This design comes from an exercise in tuning for small area on the open sky130 flow, not from production work. In this exercise RTL edits were held to simulation tests only and were not proved equivalent to the original. Power figures rest on the tool's default switching activity, not on a simulated workload.

==> 09-20 <==
==> flow/design.v (excerpt) <==
module Main(clk,rst_n,i,o,Yin,Xout,segmentSelect,bitSelect_m);
clock: 10.0 ns
lec_check: 0
abc_area: 1
cap_margin: 20
core_margin: 2
core_utilization: 60
cts_buf_list: sky130_fd_sc_hd__clkbuf_4
slew_margin: 20
run.sh (not shown) runs the stock make flow with config.mk's settings and CLKGATE_MAP_FILE= SYNTH_SCRIPT=/design/flow/synth_recipe.tcl, a recipe that flattens the netlist after the stock synthesis.
==> inputs of 01-11, as changes to 09-20 <==
==> flow/flow/run.sh (new file) <==
#!/bin/bash
# The standard layout (bash standard.sh: the ORFS flow and synthesis,
# unchanged) with three changes to how the layout is made:
#  - port buffers are buf_1 cells (every input and output still gets one);
#  - clock tree synthesis uses clkbuf_4 and no dummy balancing loads;
#  - before detailed placement, lightly loaded logic cells (fanout <= 6) are
#    set to their smallest drive strength, and repair_design fixes any
#    slew or capacitance need that leaves (flow/down.tcl).
# Each step's full log is in orfs/logs/; make's output is in flow.log.
set -euo pipefail
here=$(pwd)
export BUFFER_PORTS_ARGS="-buffer_cell sky130_fd_sc_hd__buf_1"
export CTS_ARGS="-sink_clustering_enable -repair_clock_nets -buf_list sky130_fd_sc_hd__clkbuf_4 -dont_use_dummy_load"
export PRE_DETAIL_PLACE_TCL="$here/flow/down.tcl"
bash standard.sh > "$here/flow.log" 2>&1
test -s "$here/out/final.def"
==> flow/flow/down.tcl (new file) <==
# Downsize combinational cells to the smallest drive of their kind, then let
# repair_design fix any slew/cap/fanout need that creates.
set db [ord::get_db]
set lib_masters {}
foreach lib [$db getLibs] { foreach m [$lib getMasters] { dict set lib_masters [$m getName] $m } }
set dont [list]
if {[info exists ::env(DONT_USE_CELLS)]} { set dont $::env(DONT_USE_CELLS) }
set n 0
foreach inst [[ord::get_db_block] getInsts] {
  set m [$inst getMaster]
  set name [$m getName]
  if {![regexp {^(sky130_fd_sc_hd__[a-z0-9]+)_([0-9]+)$} $name -> base drv]} continue
  if {[regexp {__(df|edf|sdf|dl|clk|tap|fill|decap|conb|diode|lpflow|probe)} $name]} continue
  if {[$inst isFixed]} continue
  set fo 0
  foreach it [$inst getITerms] {
    if {[$it isOutputSignal] && [$it getNet] ne "NULL"} {
      set fo [expr {max($fo, [llength [[$it getNet] getITerms]] + [llength [[$it getNet] getBTerms]] - 1)}]
    }
  }
  if {$fo > 6} continue
  set best $name
  set barea [expr {[$m getWidth]*[$m getHeight]}]
  dict for {cand cm} $lib_masters {
    if {![regexp "^${base}_\[0-9\]+\$" $cand]} continue
    if {[lsearch -exact $dont $cand] >= 0} continue
    set a [expr {[$cm getWidth]*[$cm getHeight]}]
    if {$a < $barea} { set best $cand; set barea $a }
  }
  if {$best ne $name} {
    replace_cell [$inst getName] $best
    incr n
  }
}
puts "downsized $n cells"
estimate_parasitics -placement
repair_design
==> flow/standard.sh (new file) <==
#!/bin/bash
# synth_recipe.tcl (not shown) runs the flow's synth.tcl, then flattens the netlist and writes it again
# the make line also repeats each setting of config.mk as NAME=value (left out here)
make -C /OpenROAD-flow-scripts/flow DESIGN_CONFIG=/design/flow/config.mk WORK_HOME=/design/flow/orfs CLKGATE_MAP_FILE= SYNTH_SCRIPT=/design/flow/synth_recipe.tcl "${@:-finish}"
removed: flow/run.sh
==> reports/qor.yml <==
power:
  seqPwrFrac_pct: 71.2
  p_total_w: 0.000905
  p_leak_nw: 3.22
layout:
  areaGrowthSynthToFinish_pct: 4.28
  mostFrequentLayoutCells: "135 x nand2_1, 118 x inv_1, 81 x edfxtp_1"
  nClkBuffers: 17
  buffer_area_share_pct: 1.58
  drive_gt1_share_pct: 6.74
sta:
  worst_pin_slew_ns: 0.927
run_status:
  status: "no timing/DRC/antenna violations"
worst_setup_path:
  arrival_ns: 2.57
  path_delay_family: "compound AO/OA/AOI/OAI gates"
global_routing:
  gr-usage-all-layers_pct: 19.9
That was 01-11.
==> reports/qor.yml <==
layout:
  seq_area_sq_um: 4140
  buffer_area_share_pct: 3.29
  drive_gt1_share_pct: 9.90
  mostFrequentLayoutCells: "135 x nand2_1, 118 x inv_1, 81 x edfxtp_1"
  areaGrowthSynthToFinish_pct: 9.06
  nClkBuffers: 19
worst_setup_path:
  path_delay_family: "buffers and inverters"
  arrival_ns: 2.93
min_path:
  min_to: "k0.r1[5]"
power:
  seqPwrFrac_pct: 64.8
  p_total_w: 0.000995
  p_sw_share_pct: 22.0
  p_leak_nw: 3.34
sta:
  clock_skew_ns: 0.0135
  worst_pin_slew_ns: 0.869
yosys:
  synthAdderAreaFrac_pct: 3.29
run_status:
  status: "no timing/DRC/antenna violations"
global_routing:
  gr-usage-all-layers_pct: 20.3
drt:
  drc: 0
That was 09-20.

## separate check: timing with driven ports
The flow's constraints put no driver on any port. The routed layouts listed below were extracted and timed again, unchanged, in two steps.
Step 1, drivers: a clkbuf_16 drives clk and a buf_2 each remaining input, both assumed.
Step 2 also shifts input and output timing later by t, the mid clock arrival at the registers, as if the neighbouring blocks saw the same clock.
Three values: ideal ports, drivers, drivers and shift; two values: the first two.
run	t (ns)	setup slack, ns	worst slew at a driven data input, ns
09-20	0.567	5.070 / 5.037 / 5.603	0.03
01-11	0.526	5.430 / 5.397 / 5.923	0.03
After both steps setup and hold are still met in every run listed.
